This is an optimization exercise on Yosys and OpenROAD, whose aim is small area, a short achievable clock period and few clock cycles per item, not a production implementation. Function was not checked in any run shown here: the RTL went through the layout flow alone.

File: design/flow/run.sh
#!/bin/bash
# synth_recipe.tcl (not shown) runs the flow's synth.tcl, then flattens the netlist and writes it again
# the make line also repeats each setting of config.mk as NAME=value (left out here)
make -C /OpenROAD-flow-scripts/flow DESIGN_CONFIG=/design/flow/config.mk WORK_HOME=/design/flow/orfs CLKGATE_MAP_FILE= SYNTH_SCRIPT=/design/flow/synth_recipe.tcl finish
File: design/flow/config.mk
export PLATFORM = sky130hd
export DESIGN_NAME = hyperbolic_exp_cordic
export DESIGN_NICKNAME = hyperbolic_exp_cordic
export VERILOG_FILES = /design/flow/design.v
export SDC_FILE = /design/flow/constraint.sdc
export NUM_CORES = 4
export LEC_CHECK = 0
export CAP_MARGIN = 20
export CORE_MARGIN = 2
export CORE_UTILIZATION = 40
export SETUP_SLACK_MARGIN = 2.5
export SLEW_MARGIN = 20
File: design/flow/constraint.sdc
create_clock -name core_clock -period 5.5 [get_ports {clk}]
set_input_delay 1.1000 -clock core_clock [delete_from_list [all_inputs] [get_ports {clk}]]
set_output_delay 1.1000 -clock core_clock [all_outputs]
set_load 0.01 [all_outputs]
File: design/flow/design.v
module hyperbolic_exp_cordic (
    input rstn,
    input clk,
    input signed [NUM_W - 1:0] z0,
    input in_valid,
    output in_ready,
    output reg signed [NUM_W - 1:0] w,
    output reg out_valid,
    input out_ready
);
    localparam NUM_W = 16;
    wire adv = !out_valid || out_ready;
    assign in_ready = adv;
    reg v0;
    reg [15:0] z_0;
    reg [3:0] dc_0;   
    wire [14:0] s0_u = z0[14:0] ^ {15{z0[15]}};
    wire s0_e1 = (s0_u < 15'd9000);
    wire s0_e2 = (s0_e1 ? (s0_u < 15'd4815) : (s0_u < 15'd13185));
    wire s0_e3 = (s0_e1 ? (s0_e2 ? (s0_u < 15'd2756) : (s0_u < 15'd6874)) : (s0_e2 ? (s0_u < 15'd11126) : (s0_u < 15'd15244)));
    wire s0_e4 = (s0_e1 ? (s0_e2 ? (s0_e3 ? (s0_u < 15'd1731) : (s0_u < 15'd3781)) : (s0_e3 ? (s0_u < 15'd5849) : (s0_u < 15'd7899))) : (s0_e2 ? (s0_e3 ? (s0_u < 15'd10101) : (s0_u < 15'd12151)) : (s0_e3 ? (s0_u < 15'd14219) : (s0_u < 15'd16269))));
    always @(posedge clk) if (!rstn) v0 <= 1'b0; else if (adv) v0 <= in_valid;
    always @(posedge clk) if (adv) begin z_0 <= z0; dc_0 <= {s0_e4, s0_e3, s0_e2, s0_e1} ^ {4{z0[15]}}; end
    reg v1;
    reg [15:0] w_1;
    reg [9:0] d_1;   
    wire [15:0] s1_c = (dc_0[3] ? (dc_0[2] ? (dc_0[1] ? (dc_0[0] ? (z_0[15] ? 16'd17294 : 16'd64830) : (z_0[15] ? 16'd8924 : 16'd56460)) : (dc_0[0] ? (z_0[15] ? 16'd13176 : 16'd60712) : (z_0[15] ? 16'd4806 : 16'd52342))) : (dc_0[1] ? (dc_0[0] ? (z_0[15] ? 16'd15244 : 16'd62780) : (z_0[15] ? 16'd6874 : 16'd54410)) : (dc_0[0] ? (z_0[15] ? 16'd11126 : 16'd58662) : (z_0[15] ? 16'd2756 : 16'd50292)))) : (dc_0[2] ? (dc_0[1] ? (dc_0[0] ? (z_0[15] ? 16'd15244 : 16'd62780) : (z_0[15] ? 16'd6874 : 16'd54410)) : (dc_0[0] ? (z_0[15] ? 16'd11126 : 16'd58662) : (z_0[15] ? 16'd2756 : 16'd50292))) : (dc_0[1] ? (dc_0[0] ? (z_0[15] ? 16'd13194 : 16'd60730) : (z_0[15] ? 16'd4824 : 16'd52360)) : (dc_0[0] ? (z_0[15] ? 16'd9076 : 16'd56612) : (z_0[15] ? 16'd706 : 16'd48242)))));
    wire [15:0] s1_z5 = z_0 + s1_c;
    wire s1_d5 = s1_z5[15];
    wire s1_ok = s1_z5[15:10] == {6{s1_d5}};
    wire [9:0] s1_d = s1_ok ? {s1_z5[1], ~s1_z5[1], ~s1_z5[2], ~s1_z5[3], ~s1_z5[4], ~s1_z5[5], ~s1_z5[6], ~s1_z5[7], ~s1_z5[8], ~s1_z5[9]} : {10{s1_d5}};
    wire [15:0] s1_w6p = (dc_0[3] ? (dc_0[2] ? (dc_0[1] ? (dc_0[0] ? (z_0[15] ? 16'd5885 : 16'd17651) : (z_0[15] ? 16'd9807 : 16'd29421)) : (dc_0[0] ? (z_0[15] ? 16'd7565 : 16'd22695) : (z_0[15] ? 16'd12608 : 16'd37824))) : (dc_0[1] ? (dc_0[0] ? (z_0[15] ? 16'd6668 : 16'd20005) : (z_0[15] ? 16'd11114 : 16'd33342)) : (dc_0[0] ? (z_0[15] ? 16'd8572 : 16'd25720) : (z_0[15] ? 16'd14289 : 16'd42867)))) : (dc_0[2] ? (dc_0[1] ? (dc_0[0] ? (z_0[15] ? 16'd6669 : 16'd20005) : (z_0[15] ? 16'd11114 : 16'd33342)) : (dc_0[0] ? (z_0[15] ? 16'd8573 : 16'd25721) : (z_0[15] ? 16'd14289 : 16'd42867))) : (dc_0[1] ? (dc_0[0] ? (z_0[15] ? 16'd7557 : 16'd22672) : (z_0[15] ? 16'd12595 : 16'd37787)) : (dc_0[0] ? (z_0[15] ? 16'd9715 : 16'd29148) : (z_0[15] ? 16'd16192 : 16'd48582)))));   
    wire [15:0] s1_w6m = (dc_0[3] ? (dc_0[2] ? (dc_0[1] ? (dc_0[0] ? (z_0[15] ? 16'd5529 : 16'd16583) : (z_0[15] ? 16'd9213 : 16'd27639)) : (dc_0[0] ? (z_0[15] ? 16'd7107 : 16'd21321) : (z_0[15] ? 16'd11844 : 16'd35532))) : (dc_0[1] ? (dc_0[0] ? (z_0[15] ? 16'd6264 : 16'd18793) : (z_0[15] ? 16'd10442 : 16'd31322)) : (dc_0[0] ? (z_0[15] ? 16'd8054 : 16'd24162) : (z_0[15] ? 16'd13423 : 16'd40269)))) : (dc_0[2] ? (dc_0[1] ? (dc_0[0] ? (z_0[15] ? 16'd6265 : 16'd18793) : (z_0[15] ? 16'd10442 : 16'd31322)) : (dc_0[0] ? (z_0[15] ? 16'd8055 : 16'd24163) : (z_0[15] ? 16'd13423 : 16'd40269))) : (dc_0[1] ? (dc_0[0] ? (z_0[15] ? 16'd7099 : 16'd21298) : (z_0[15] ? 16'd11833 : 16'd35497)) : (dc_0[0] ? (z_0[15] ? 16'd9127 : 16'd27382) : (z_0[15] ? 16'd15212 : 16'd45638)))));   
    always @(posedge clk) if (!rstn) v1 <= 1'b0; else if (adv) v1 <= v0;
    always @(posedge clk) if (adv) begin w_1 <= s1_d5 ? s1_w6m : s1_w6p; d_1 <= s1_d; end
    reg v2;
    reg [15:0] w_2;
    reg [8:0] d_2;
    always @(posedge clk) if (!rstn) v2 <= 1'b0; else if (adv) v2 <= v1;
    always @(posedge clk) if (adv) begin w_2 <= w_1 + ({16{d_1[0]}} ^ (w_1 >> 6)) + d_1[0]; d_2 <= d_1[9:1]; end
    reg v3;
    reg [15:0] w_3;
    reg [7:0] d_3;
    always @(posedge clk) if (!rstn) v3 <= 1'b0; else if (adv) v3 <= v2;
    always @(posedge clk) if (adv) begin w_3 <= w_2 + ({16{d_2[0]}} ^ (w_2 >> 7)) + d_2[0]; d_3 <= d_2[8:1]; end
    reg v4;
    reg [15:0] w_4;
    reg [6:0] d_4;
    always @(posedge clk) if (!rstn) v4 <= 1'b0; else if (adv) v4 <= v3;
    always @(posedge clk) if (adv) begin w_4 <= w_3 + ({16{d_3[0]}} ^ (w_3 >> 8)) + d_3[0]; d_4 <= d_3[7:1]; end
    reg v5;
    reg [15:0] w_5;
    reg [5:0] d_5;
    always @(posedge clk) if (!rstn) v5 <= 1'b0; else if (adv) v5 <= v4;
    always @(posedge clk) if (adv) begin w_5 <= w_4 + ({16{d_4[0]}} ^ (w_4 >> 9)) + d_4[0]; d_5 <= d_4[6:1]; end
    reg v6;
    reg [15:0] w_6;
    reg [4:0] d_6;
    always @(posedge clk) if (!rstn) v6 <= 1'b0; else if (adv) v6 <= v5;
    always @(posedge clk) if (adv) begin w_6 <= w_5 + ({16{d_5[0]}} ^ (w_5 >> 10)) + d_5[0]; d_6 <= d_5[5:1]; end
    reg v7;
    reg [15:0] w_7;
    reg [3:0] d_7;
    always @(posedge clk) if (!rstn) v7 <= 1'b0; else if (adv) v7 <= v6;
    always @(posedge clk) if (adv) begin w_7 <= w_6 + ({16{d_6[0]}} ^ (w_6 >> 11)) + d_6[0]; d_7 <= d_6[4:1]; end
    reg v8;
    reg [15:0] w_8;
    reg [2:0] d_8;
    always @(posedge clk) if (!rstn) v8 <= 1'b0; else if (adv) v8 <= v7;
    always @(posedge clk) if (adv) begin w_8 <= w_7 + ({16{d_7[0]}} ^ (w_7 >> 12)) + d_7[0]; d_8 <= d_7[3:1]; end
    reg v9;
    reg [15:0] w_9;
    reg [1:0] d_9;
    always @(posedge clk) if (!rstn) v9 <= 1'b0; else if (adv) v9 <= v8;
    always @(posedge clk) if (adv) begin w_9 <= w_8 + ({16{d_8[0]}} ^ (w_8 >> 13)) + d_8[0]; d_9 <= d_8[2:1]; end
    reg v10;
    reg [15:0] w_10;
    reg [0:0] d_10;
    always @(posedge clk) if (!rstn) v10 <= 1'b0; else if (adv) v10 <= v9;
    always @(posedge clk) if (adv) begin w_10 <= w_9 + ({16{d_9[0]}} ^ (w_9 >> 13)) + d_9[0]; d_10 <= d_9[1:1]; end
    always @(posedge clk) if (!rstn) out_valid <= 1'b0; else if (adv) out_valid <= v10;
    always @(posedge clk) if (adv) w <= w_10 + ({16{d_10[0]}} ^ (w_10 >> 14)) + d_10[0];
endmodule
==> reports/results.tsv, run 1 <==
metric	value	unit
synthCells	1705	
maxSlewHeadroom	45.75	%
rows	77	
status	timing/DRC/antenna clean	
synthesis.yosys.warnings	1	
global_route_wire_length_before_repair	68.22	mm
grt.overflow.total	0	
clock_buffer_count_from_cts	31	
n_fill_cell	3874	
synthDistinctLibCells	77	
timing.final.crit_share	69.20	%
num_io_pins	38	
initialDrtViolationCount	1047	
ant_nets	0	
multi_input_comb_area	10790	sq um
grtUsageMet2	29.78	%
clkLatencyLatePin	570	ps
worst_hold_slack	414.3	ps
floorplan.die.height	214.9	microns
worst_setup_path_startpoint	dc_0[0]$_DFFE_PP_	
grt_pass1_vias	13480	
die_area	46190	sq um
clock.fmax	262.8	MHz
synth_ff_type	sky130_fd_sc_hd__edfxtp_1	
dp.cells	2294	
postSynth.asyncResetShare	0	%
global_route.peak_usage_layer	met2	
cts-htree-levels	1	
synthesized_area_fraction_occupied_by_and_or_nand_nor_cells	12.42	%
final_cells	2487	
number_of_hold_slack_violations_in_the_final_timing_report	0	
reg2reg_from	dc_0[0]$_DFFE_PP_	
vias	13820	
antenna_cells_inserted	0	
setup_violations	0	
global_route.usage.total	17.79	%
hold_path.class	reg2reg	
commonest_cells_after_routing_fill_and_taps_aside	sky130_fd_sc_hd__edfxtp_1, sky130_fd_sc_hd__xnor2_1, sky130_fd_sc_hd__ha_1, sky130_fd_sc_hd__nor2_1, sky130_fd_sc_hd__buf_4	
largest_fanout_of_any_net_on_the_critical_path	7	
worst-endpoint-required	5820	ps
post_synth_mux_area_share	1.385	%
cts_tree	yes	
synth_area	17790	sq um
drc	0	
startpoint_class_of_the_critical_path	register	
cts-root-buf	sky130_fd_sc_hd__clkbuf_16	
globalplace.congestion	0.9156	
max-clock-path-buffers	3	
hold_start	d_4[6]$_DFFE_PP_	
finalWorstPathRequiredPeriod	3806	ps
synth.yosys.seq_area_share	43.54	%
initial_utilization	40.42	%
core_area	44030	sq um
syn_avg_cell_area	10.44	sq um
critPathKind	reg2reg	
place.detailed.hpwl	28.16	mm
antenna_found_initial	0	
number_of_input_and_output_port_buffers_inserted	37	
worstMarginPinSlew	813.7	ps
register_area	7747	sq um
final.setup_skew	16.39	ps
layout-drive-gt1-share	23.22	%
synth-edff-count	250	
postLayoutCellArea	22170	sq um
met3_usage	2.067	%
globalRouteMet1Util	23.92	%
wire_length_reported_by_the_detailed_router	42.17	mm
clock_sink_count	262	
synth_top_family_by_area	compound AO/OA/AOI/OAI gates	
placed_cell_area	19080	sq um
routedWlPerCell	16.96	microns
report.final.slew_viol_count	0	
average_via_count_per_standard_cell	5.556	
postSynthRegisterBits	262	
layout_commonest_cell	sky130_fd_sc_hd__edfxtp_1	
setup.worst_path.end_class	register	
syn_nets	1910	
timing.critical_path.arrival	4120	ps
arithmetic_cell_share_of_the_synthesized_area_counting_full_adders_half_adders_and_majority_gates	13.61	%
rsz0062_at_grt	yes	
die_x	214.9	microns
timing.max_cap.violations	0	
syn2layout_area_growth	24.56	%
nNetsFinal	2075	
post_synthesis_compound_gate_area_fraction	17.66	%
grt_max_degree	137	
synth-xor-area-share	9.000	%
pre_antenna_drt_iters	7	
setup-tns-final	0	ps
path_clk_slew	60	ps
-- sequential cells by signal (all words and copies together) (netlist names), 4 cells and up --
| register | cells |
|---|---|
| d_1 | 10 |
| w_5 | 16 |
| w_4 | 16 |
| d_5 | 6 |
| w_10 | 16 |
| w_6 | 16 |
| d_2 | 9 |
| w_9 | 16 |
| d_7 | 4 |
| dc_0 | 4 |
| w | 16 |
| d_6 | 5 |
| d_3 | 8 |
| w_8 | 16 |
| w_1 | 16 |
| z_0 | 15 |
| w_2 | 16 |
| w_3 | 16 |
| d_4 | 7 |
| w_7 | 16 |
-- worst paths after layout --
path	to	slack, ps	depth (start not counted)
min reg2reg	d_5[5]$_DFFE_PP_	410	0
min	d_5[5]$_DFFE_PP_	410	0
max reg2reg	d_1[5]$_DFFE_PP_	1690	18
max	d_1[5]$_DFFE_PP_	1690	18
-- synth_stat cells (35+ instances only) --
| cell | instances | area share, % |
|---|---|---|
| sky130_fd_sc_hd__nor2_1 | 131 | 2.8 |
| sky130_fd_sc_hd__a21o_1 | 35 | 1.5 |
| sky130_fd_sc_hd__nand2_1 | 114 | 2.4 |
| sky130_fd_sc_hd__a21oi_1 | 143 | 4.0 |
| sky130_fd_sc_hd__clkbuf_1 | 46 | 0.97 |
| sky130_fd_sc_hd__edfxtp_1 | 250 | 42 |
| sky130_fd_sc_hd__xor2_1 | 44 | 2.2 |
| sky130_fd_sc_hd__o21ai_0 | 83 | 2.3 |
| sky130_fd_sc_hd__ha_1 | 172 | 12 |
| sky130_fd_sc_hd__inv_1 | 54 | 1.1 |
| sky130_fd_sc_hd__xnor2_1 | 137 | 6.7 |
| sky130_fd_sc_hd__nor3_1 | 54 | 1.5 |
-- worst max-delay path: stages, from the launching register on --
cell and delay [ps]:
sky130_fd_sc_hd__edfxtp_1 480, sky130_fd_sc_hd__clkinv_4 170, sky130_fd_sc_hd__buf_6 160, sky130_fd_sc_hd__ha_4 270, sky130_fd_sc_hd__inv_2 40, sky130_fd_sc_hd__ha_4 150
sky130_fd_sc_hd__nor2_2 70, sky130_fd_sc_hd__o21ai_1 60, sky130_fd_sc_hd__nor2_1 150, sky130_fd_sc_hd__a21oi_2 70, sky130_fd_sc_hd__ha_4 290, sky130_fd_sc_hd__nand3_2 70
sky130_fd_sc_hd__or3_4 410, sky130_fd_sc_hd__o21a_1 230, sky130_fd_sc_hd__a2111oi_4 250, sky130_fd_sc_hd__nor4_4 90, sky130_fd_sc_hd__xnor2_2 270, sky130_fd_sc_hd__and2_4 240
sky130_fd_sc_hd__a21oi_1 60
-- cell families (layout without fill, tap and decap cells) --
group | after synthesis | count (layout)
compound gates | 486 | 486
xor+xnor | 182 | 182
fa+ha+maj | 186 | 186
buf+inv | 109 | 299
flops | 262 | 262
mux | 23 | 23
simple gates | 457 | 457
-- metal layers --
metal  vias to the layer above  share of wire (%)
li1                       6755                  -
met1                      6648                 45
met2                       322                 48
met3                        94                4.2
met4                         0                3.2
met5                         -                  0
-- per-stage QoR --
step / setup WS, ps / utilization [%]
after global placement: 1224 / 43.34
after CTS: 1797 / 48.61
final: 1694 / 50.34
after global routing: 1593 / 50.34
after detailed placement: 1147 / 43.34
after floorplan: 1692 / -
-- cell type report --
class	count	share of cell area, %
clock buffer	46	4.166
clock inverter	12	0.4629
inverter	55	1.073
multi-input combinational	1334	48.68
sequential	262	34.95
tap	592	3.342
timing repair buffer	184	7.248
timing repair inverter	2	0.07903
-- what timing repair did --
item                                    in CTS  in global routing
gates resized for setup                    193                103
hold endpoints to repair                     0                  0
setup buffers                               81                 50
endpoints found under the setup margin     142                119
gates cloned                                 4                  0
pin swaps                                   46                 87
hold buffers                                 0                  0
==> inputs of run 2 (changes only) <==
--- a/design/flow/config.mk
+++ b/design/flow/config.mk
@@ -6,4 +6,5 @@
 export NUM_CORES = 4
 export LEC_CHECK = 0
+export ABC_AREA = 1
 export CAP_MARGIN = 20
 export CORE_MARGIN = 2
==> run 2 against run 1 <==
  * Via count shrank 3.5%
  * Critical path type unchanged
  * Still clean on timing, DRC and antenna
  * Sequential cell count unchanged
  * Cell area shrank 4.1%
  * Register-to-register slack better by 550 ps
  * Hold slack about the same
==> reports/results.tsv, run 2 <==
metric	value	unit	change
number_of_hold_slack_violations_in_the_final_timing_report	0		unchanged
routedWlPerCell	15.50	microns	-8.6%
postCtsHoldBufs	0		unchanged
setup_violations	0		unchanged
nNetsFinal	2203		+6.2%
setup.worst_path.end_class	register		
rows	76		-1.3%
syn2layout_area_growth	21.56	%	
die_x	213.1	microns	-0.87%
synthCells	1845		+8.2%
postSynthRegisterBits	262		unchanged
clock.fmax	307.3	MHz	+17%
rsz0062_at_grt	yes		
timing.max_cap.violations	0		unchanged
report.final.slew_viol_count	0		unchanged
antenna_found_initial	1		+1
wire_length_reported_by_the_detailed_router	40.41	mm	-4.2%
die_area	45390	sq um	-1.7%
netlist.top_cell.by_area	sky130_fd_sc_hd__edfxtp_1		
arithmetic_cell_share_of_the_synthesized_area_counting_full_adders_half_adders_and_majority_gates	13.80	%	+0.19 points
startpoint_class_of_the_critical_path	register		
worstMarginPinSlew	843.7	ps	+29.99 ps
initial_utilization	40.58	%	+0.17 points
synthesized_area_fraction_occupied_by_and_or_nand_nor_cells	15.52	%	+3.1 points
final.setup_skew	12.38	ps	-4.016 ps
synth_top_family_by_area	simple AND/OR/NAND/NOR gates		
drc	0		unchanged
global_route_wire_length_before_repair	64.61	mm	-5.3%
post-synth-top-count-cell	sky130_fd_sc_hd__nand2_1		
synthTopCellsByCount	sky130_fd_sc_hd__nand2_1, sky130_fd_sc_hd__edfxtp_1, sky130_fd_sc_hd__ha_1		
cts-htree-levels	1		unchanged
number_of_input_and_output_port_buffers_inserted	37		unchanged
synth_ff_type	sky130_fd_sc_hd__edfxtp_1		
core_area	43080	sq um	-2.2%
maxSlewHeadroom	43.75	%	-2.0 points
hold_path.class	reg2reg		
post_synth_mux_area_share	0	%	-1.4 points
num_io_pins	38		unchanged
largest_fanout_of_any_net_on_the_critical_path	10		+3
placed_cell_area	18620	sq um	-2.4%
finalWorstPathRequiredPeriod	3255	ps	-551.3 ps
post_synth_main_area_contributors	sky130_fd_sc_hd__edfxtp_1, sky130_fd_sc_hd__ha_1, sky130_fd_sc_hd__xor2_1		
vias	13340		-3.5%
synthesis.yosys.warnings	1		unchanged
worst-endpoint-required	5830	ps	about the same
post_synthesis_compound_gate_area_fraction	11.90	%	-5.8 points
syn_nets	2050		+7.3%
max-clock-path-buffers	3		unchanged
commonest_cells_after_routing_fill_and_taps_aside	sky130_fd_sc_hd__nand2_1, sky130_fd_sc_hd__edfxtp_1, sky130_fd_sc_hd__ha_1, sky130_fd_sc_hd__inv_1, sky130_fd_sc_hd__xor2_1		
layout-drive-gt1-share	16.52	%	-6.7 points
initialDrtViolationCount	1001		-4.4%
place.detailed.hpwl	28.33	mm	+0.61%
synthDistinctLibCells	51		-34%
dp.cells	2452		+6.9%
postSynth.asyncResetShare	0	%	unchanged
clkLatencyLatePin	580	ps	about the same
grt_pass1_vias	13020		-3.4%
grt.overflow.total	0		unchanged
cts_tree	yes		
final_cells	2607		+4.8%
average_via_count_per_standard_cell	5.116		-7.9%
layout_commonest_cell	sky130_fd_sc_hd__nand2_1		
grt_max_degree	153		+12%
path_clk_slew	60	ps	about the same
pre_antenna_drt_iters	6		-1
globalplace.congestion	0.9117		-0.43%
synth-edff-count	250		unchanged
floorplan.die.height	213.1	microns	-0.87%
timing.final.ws_setup	2245	ps	+551.3 ps
n_fill_cell	3920		+1.2%
preCtsSetupSlack	854.5	ps	-292.6 ps
cts-root-buf	sky130_fd_sc_hd__clkbuf_16		
synth_area	17480	sq um	-1.8%
clock_buffer_count_from_cts	31		unchanged
setup-tns-final	0	ps	unchanged
clock_sink_count	262		unchanged
synth-xor-area-share	9.898	%	+0.90 points
timing.critical_path.arrival	3580	ps	-540 ps
antenna_cells_inserted	0		unchanged
critPathKind	reg2reg		
yosys_top_cell_area_share	42.94	%	+0.75 points
timing.final.crit_share	59.17	%	-10 points
synth.yosys.seq_area_share	44.32	%	+0.78 points
status	timing/DRC/antenna clean		
global_route.usage.total	17.74	%	-0.054 points
postLayoutCellArea	21250	sq um	-4.1%
syn_avg_cell_area	9.475	sq um	-9.2%
ant_nets	0		unchanged
run 2: cell count changes in the layout (fill, tap and decap cells not counted), sizes merged, moves of 43 or more:
cell,before,now
buf,154,103
inv,59,173
nand2,114,373
nand3,33,89
o21ai,87,130
xnor2,138,44
xor2,44,151
run 2: cell type report:
type                    instances  area [sq um]  area share, %
multi-input cells            1385          9692          45.61
flip-flops and latches        262          7747          36.46
repair buffers                142          1351          6.359
clock buffers                  45         858.3          4.039
well taps                     585         732.0          3.444
inverters                     175         726.9          3.421
clock inverters                12         137.6         0.6476
repair inverters                1         6.256        0.02944
run 2: path summary, 6_finish.rpt:
check / from / endpoint / slack, ps / depth (start not counted)
setup / recovery: dc_0[0]$_DFFE_PP_ / d_1[9]$_DFFE_PP_ / 2250 / 22
hold / removal: d_3[4]$_DFFE_PP_ / d_4[3]$_DFFE_PP_ / 410 / 0
setup reg to reg: dc_0[0]$_DFFE_PP_ / d_1[9]$_DFFE_PP_ / 2250 / 22
hold reg to reg: d_3[4]$_DFFE_PP_ / d_4[3]$_DFFE_PP_ / 410 / 0
run 2: kinds of logic after synthesis:
kind of cell	after synthesis
simple gates	632
compound gates	372
flops	262
buf+inv	199
xor+xnor	195
fa+ha+maj	185
run 2: worst max-delay path, cell delays in order (launching register included):
cell and delay (ps):
sky130_fd_sc_hd__edfxtp_1 330, sky130_fd_sc_hd__buf_6 160, sky130_fd_sc_hd__clkinv_8 100, sky130_fd_sc_hd__ha_4 180, sky130_fd_sc_hd__nor2_4 140, sky130_fd_sc_hd__inv_4 60
sky130_fd_sc_hd__nand2_2 60, sky130_fd_sc_hd__inv_2 40, sky130_fd_sc_hd__nor2_2 90, sky130_fd_sc_hd__nor2_1 50, sky130_fd_sc_hd__o22ai_1 120, sky130_fd_sc_hd__inv_1 100
sky130_fd_sc_hd__ha_4 330, sky130_fd_sc_hd__a21oi_4 90, sky130_fd_sc_hd__o31ai_4 250, sky130_fd_sc_hd__a21oi_2 60, sky130_fd_sc_hd__nand3b_1 140, sky130_fd_sc_hd__nand2_4 110
sky130_fd_sc_hd__buf_6 140, sky130_fd_sc_hd__xnor2_4 130, sky130_fd_sc_hd__buf_4 180, sky130_fd_sc_hd__nand4_1 90, sky130_fd_sc_hd__nand2_2 50
run 2: layer usage:
layer	up-vias	part of all wire [%]	track usage, %
met3	84	4.3	2.544
met1	6215	45	23.36
met2	290	47	29.83
met4	0	3.4	6.173
li1	6748	-	-
met5	-	0	0
run 2: stage by stage:
stage               hold slack [ps]  utilization [%]
global placement              401.6            43.24
floorplan                     400.3                -
CTS                           411.1            48.05
detailed placement            404.5            43.24
finish                        414.0            49.33
global route                  412.7            49.33
run 2: what timing repair did:
| item | CTS | global route |
|---|---|---|
| cloned | 3 | 2 |
| pin swaps | 45 | 17 |
| gates resized for setup | 132 | 104 |
| setup endpoints to repair | 41 | 43 |
| buffers inserted | 72 | 21 |

[separate check: timing with driven ports]
The results above use ideal ports. As a check the final layouts listed here were re-extracted and re-timed, cells and wires unchanged. Step 1, drivers: a clkbuf_16 drives clk and a buf_2 each remaining input, both assumed. Step 2 times the ports against the registers' clock, not the clock port: input delays grow and output delays shrink by t, the midpoint of the rising clock arrivals with the driver on. Three values: no drivers, after step 1, after step 2; two values: the first two.
run | shift t [ns] | setup slack, ns | clock arrival spread, ns
run 1 | 0.619 | 1.694 / 1.694 / 1.694 | 0.019 / 0.020
run 2 | 0.633 | 2.245 / 2.245 / 2.077 | 0.012 / 0.013
After both steps setup and hold are still met in every run listed. For run 2, which loses most, drivers alone change the setup slack by 0.000 ns; drivers and shift together by -0.168 ns.
